Context: an optimization exercise on an open-source flow, tuned for small area, a short achievable clock period and few clock cycles per item. The choices shown serve that exercise and are no tape-out recipe. Where RTL was checked, it was by simulation tests only, not by an equivalence proof against the original. The clock input has no modelled driver; a real chip could not lean on it and would need a root buffer or a full tree. Power and IR drop assume default switching activity.

## fp_add
module fp_add (
    input  [63:0] in_A,
    input  [63:0] in_B,
    input         clk,
    input         rst_n,
    input         in_valid,
    output [63:0] result,
    output        out_valid
);
Size in the first run: ~4,000 cells after synthesis, about 670 flip-flops, ~34,000 um^2 of cells after synthesis.
Settings: LEC_CHECK=0, CAP_MARGIN=20, CORE_MARGIN=2, CORE_UTILIZATION=55, SLEW_MARGIN=20; clock period 10.0 ns.
standard.sh (not shown) runs the stock make flow with config.mk's settings and CLKGATE_MAP_FILE= SYNTH_SCRIPT=/design/flow/synth_recipe.tcl, a recipe that flattens the netlist after the stock synthesis.
==> flow/flow/run.sh <==
#!/bin/bash
set -euo pipefail
TREE=$PWD/flow/cts_tree.tcl
PORTS="BUFFER_PORTS_ARGS=-inputs -outputs -buffer_cell sky130_fd_sc_hd__buf_1"
bash standard.sh synth > synth.log 2>&1
bash standard.sh SETUP_SLACK_MARGIN=7 floorplan > floorplan.log 2>&1
bash standard.sh SETUP_SLACK_MARGIN=7 "$PORTS" place > place.log 2>&1
bash standard.sh SETUP_SLACK_MARGIN=7 PRE_CTS_TCL=$TREE cts > cts.log 2>&1
for step in grt route finish; do
  bash standard.sh SETUP_SLACK_MARGIN=7 $step > $step.log 2>&1
done
Other scripts of this flow, unchanged in this note and not shown: flow/flow/cts_tree.tcl
Testbench counts at the start, summed over its fixed seeds: cycles 80,056, items 80,000.
Next try:
--- a/flow/design.v
+++ b/flow/design.v
@@ -35,77 +35,81 @@
 wire        a_ge = ~dAB[11];                        
 wire [6:0]  s7   = a_ge ? dAB[6:0] : dBA[6:0];    
 wire        o64  = a_ge ? (|dAB[10:6]) : (|dBA[10:6]);
 wire        o128 = a_ge ? (|dAB[10:7]) : (|dBA[10:7]);
 wire        sub  = sA ^ sB;
 reg  [52:0] fBig1, fSm1;
 reg  [6:0]  sc1;
 reg         o64_1, o128_1;
 reg  [10:0] E1;
 reg         sgn1, sub1, inf1, nan1;
 always @(posedge clk) begin
     fBig1 <= a_ge ? fA : fB;
-    fSm1  <= a_ge ? (fB ^ {53{sub}}) : (fA ^ {53{sub}});
+    fSm1  <= a_ge ? fB : fA;
     sc1   <= s7;
     o64_1 <= o64;
     o128_1 <= o128;
     E1    <= a_ge ? eA : eB;
     sgn1  <= a_ge ? sA : sB;
     sub1  <= sub;
     inf1  <= infA | infB;
     nan1  <= nanA | nanB | (infA & infB & (sA ^ sB));
 end
-wire [54:0] w0 = o64_1 ? {55{sub1}} : {fSm1, {2{sub1}}};
-wire [54:0] w1 = sc1[5] ? {{32{sub1}}, w0[54:32]} : w0;
-wire [54:0] w2 = sc1[4] ? {{16{sub1}}, w1[54:16]} : w1;
-wire [54:0] w3 = sc1[3] ? {{8{sub1}},  w2[54:8]}  : w2;
-wire [54:0] w4 = sc1[2] ? {{4{sub1}},  w3[54:4]}  : w3;
-wire [54:0] w5 = sc1[1] ? {{2{sub1}},  w4[54:2]}  : w4;
-wire [54:0] w6 = sc1[0] ? {sub1,       w5[54:1]}  : w5;
-reg  [52:0] band;
+wire [54:0] w0 = o64_1 ? 55'd0 : {fSm1, 2'b00};
+wire [54:0] w1 = sc1[5] ? {32'd0, w0[54:32]} : w0;
+wire [54:0] w2 = sc1[4] ? {16'd0, w1[54:16]} : w1;
+wire [54:0] w3 = sc1[3] ? {8'd0,  w2[54:8]}  : w2;
+wire [54:0] w4 = sc1[2] ? {4'd0,  w3[54:4]}  : w3;
+wire [54:0] w5 = sc1[1] ? {2'd0,  w4[54:2]}  : w4;
+wire [54:0] w6 = sc1[0] ? {1'd0,  w5[54:1]}  : w5;
+reg  [106:0] ge;
 always @(*) begin
-    for (k = 0; k < 53; k = k + 1)
-        band[k] = (sc1 >= k + 3) && ({1'b0, sc1} <= k + 53);
+    for (k = 0; k < 107; k = k + 1)
+        ge[k] = (sc1 >= k);
 end
+wire [52:0] band = ge[55:3] & ~ge[106:54];
 reg  [52:0] X2;
 reg  [54:0] Y2;
 reg         st2;
 reg  [10:0] E2;
 reg         sgn2, sub2, inf2, nan2;
 always @(posedge clk) begin
     X2   <= fBig1;
     Y2   <= w6;
-    st2  <= ~o128_1 & (|((fSm1 ^ {53{sub1}}) & band));
+    st2  <= ~o128_1 & (|(fSm1 & band));
     E2   <= E1;
     sgn2 <= sgn1;
     sub2 <= sub1;
     inf2 <= inf1;
     nan2 <= nan1;
 end
 wire [55:0] opX = {X2, 3'b000};
-wire [55:0] opY = {Y2, st2 ^ sub2};    
-wire [56:0] F   = {1'b0, opX} + {sub2, opY} + {56'd0, sub2};
+wire [55:0] opY = {Y2, st2};
+wire [56:0] F   = {1'b0, opX} + ({1'b0, opY} ^ {57{sub2}}) + {56'd0, sub2};
 reg  [56:0] F3;
 reg  [10:0] E3;
 reg         sgn3, sub3, inf3, nan3;
+reg         neg3, hi3;     
 always @(posedge clk) begin
     F3   <= F;
+    neg3 <= sub2 & F[56];
+    hi3  <= ~sub2 & F[56];
     E3   <= E2;
     sgn3 <= sgn2;
     sub3 <= sub2;
     inf3 <= inf2;
     nan3 <= nan2;
 end
-wire        neg  = sub3 & F3[56];
-wire        hi   = ~sub3 & F3[56];
+wire        neg  = neg3;
+wire        hi   = hi3;
 wire [52:0] frac = neg ? ~F3[55:3] : hi ? F3[56:4] : F3[55:3];
 wire        gb   = hi ? F3[3] : F3[2];
 wire        rb   = hi ? F3[2] : F3[1];
 wire        sb   = hi ? (F3[1] | F3[0]) : F3[0];
 wire        rnd  = neg | (gb & (rb | frac[0] | sb));
 wire [53:0] fr   = {1'b0, frac} + {53'd0, rnd};
 wire        ones = neg ? ~(|F3[55:3]) : hi ? (&F3[56:4]) : (&F3[55:3]);
 wire        fr53 = rnd & ones;
 wire [11:0] E3p0 = {1'b0, E3};
 wire [11:0] E3p1 = {1'b0, E3} + 12'd1;
 wire [11:0] E3p2 = {1'b0, E3} + 12'd2;
 wire [11:0] exp0 = (hi & fr53) ? E3p2 : (hi | fr53) ? E3p1 : E3p0;
What happened: The changed run passed the timing, design-rule and antenna checks. Die area shrinks by 2.8%. First-iteration DRC count shrinks by 21%. Total power shrinks by 8.7%. Synthesized area shrinks by 2.8%. Setup slack gets worse by 0.14 ns. Final cell count shrinks by 0.90%. Critical path depth shrinks by 1. Routed wire length grows by 1.5%. Clock skew grows by 0.023 ns. Worst hold slack gets better by 0.040 ns. Combinational power shrinks by 13%.
Function not checked in the second run of this note: the RTL went through the layout flow alone. No run of this note takes its clock network from TritonCTS; it comes from the design's own scripts or RTL.

[re-timing with driven ports]
In the flow no input, the clock included, has a driving cell. The finished layouts below were timed again as built, in two steps. Step 1 (the two cells are an assumption about what drives the block):
set clk [get_ports {clk}]
set_driving_cell -lib_cell sky130_fd_sc_hd__clkbuf_16 $clk
set_driving_cell -lib_cell sky130_fd_sc_hd__buf_2 [delete_from_list [all_inputs] $clk]
Step 2 also shifts input and output timing later by t, the mid clock arrival at the registers, as if the neighbouring blocks saw the same clock. Slacks: ideal / step 1 / step 2; pairs: ideal / step 1.
run | shift t [ns] | setup WS [ns] | slew at the worst register clock pin (ns) | pins driven straight from the clock port
the first run | 0.522 | 6.790 / 6.790 / 6.790 | 0.11 / 0.11 | 4
the second run | 0.541 | 6.648 / 6.648 / 6.648 | 0.10 / 0.10 | 4
After both steps setup and hold are still met in every run listed.
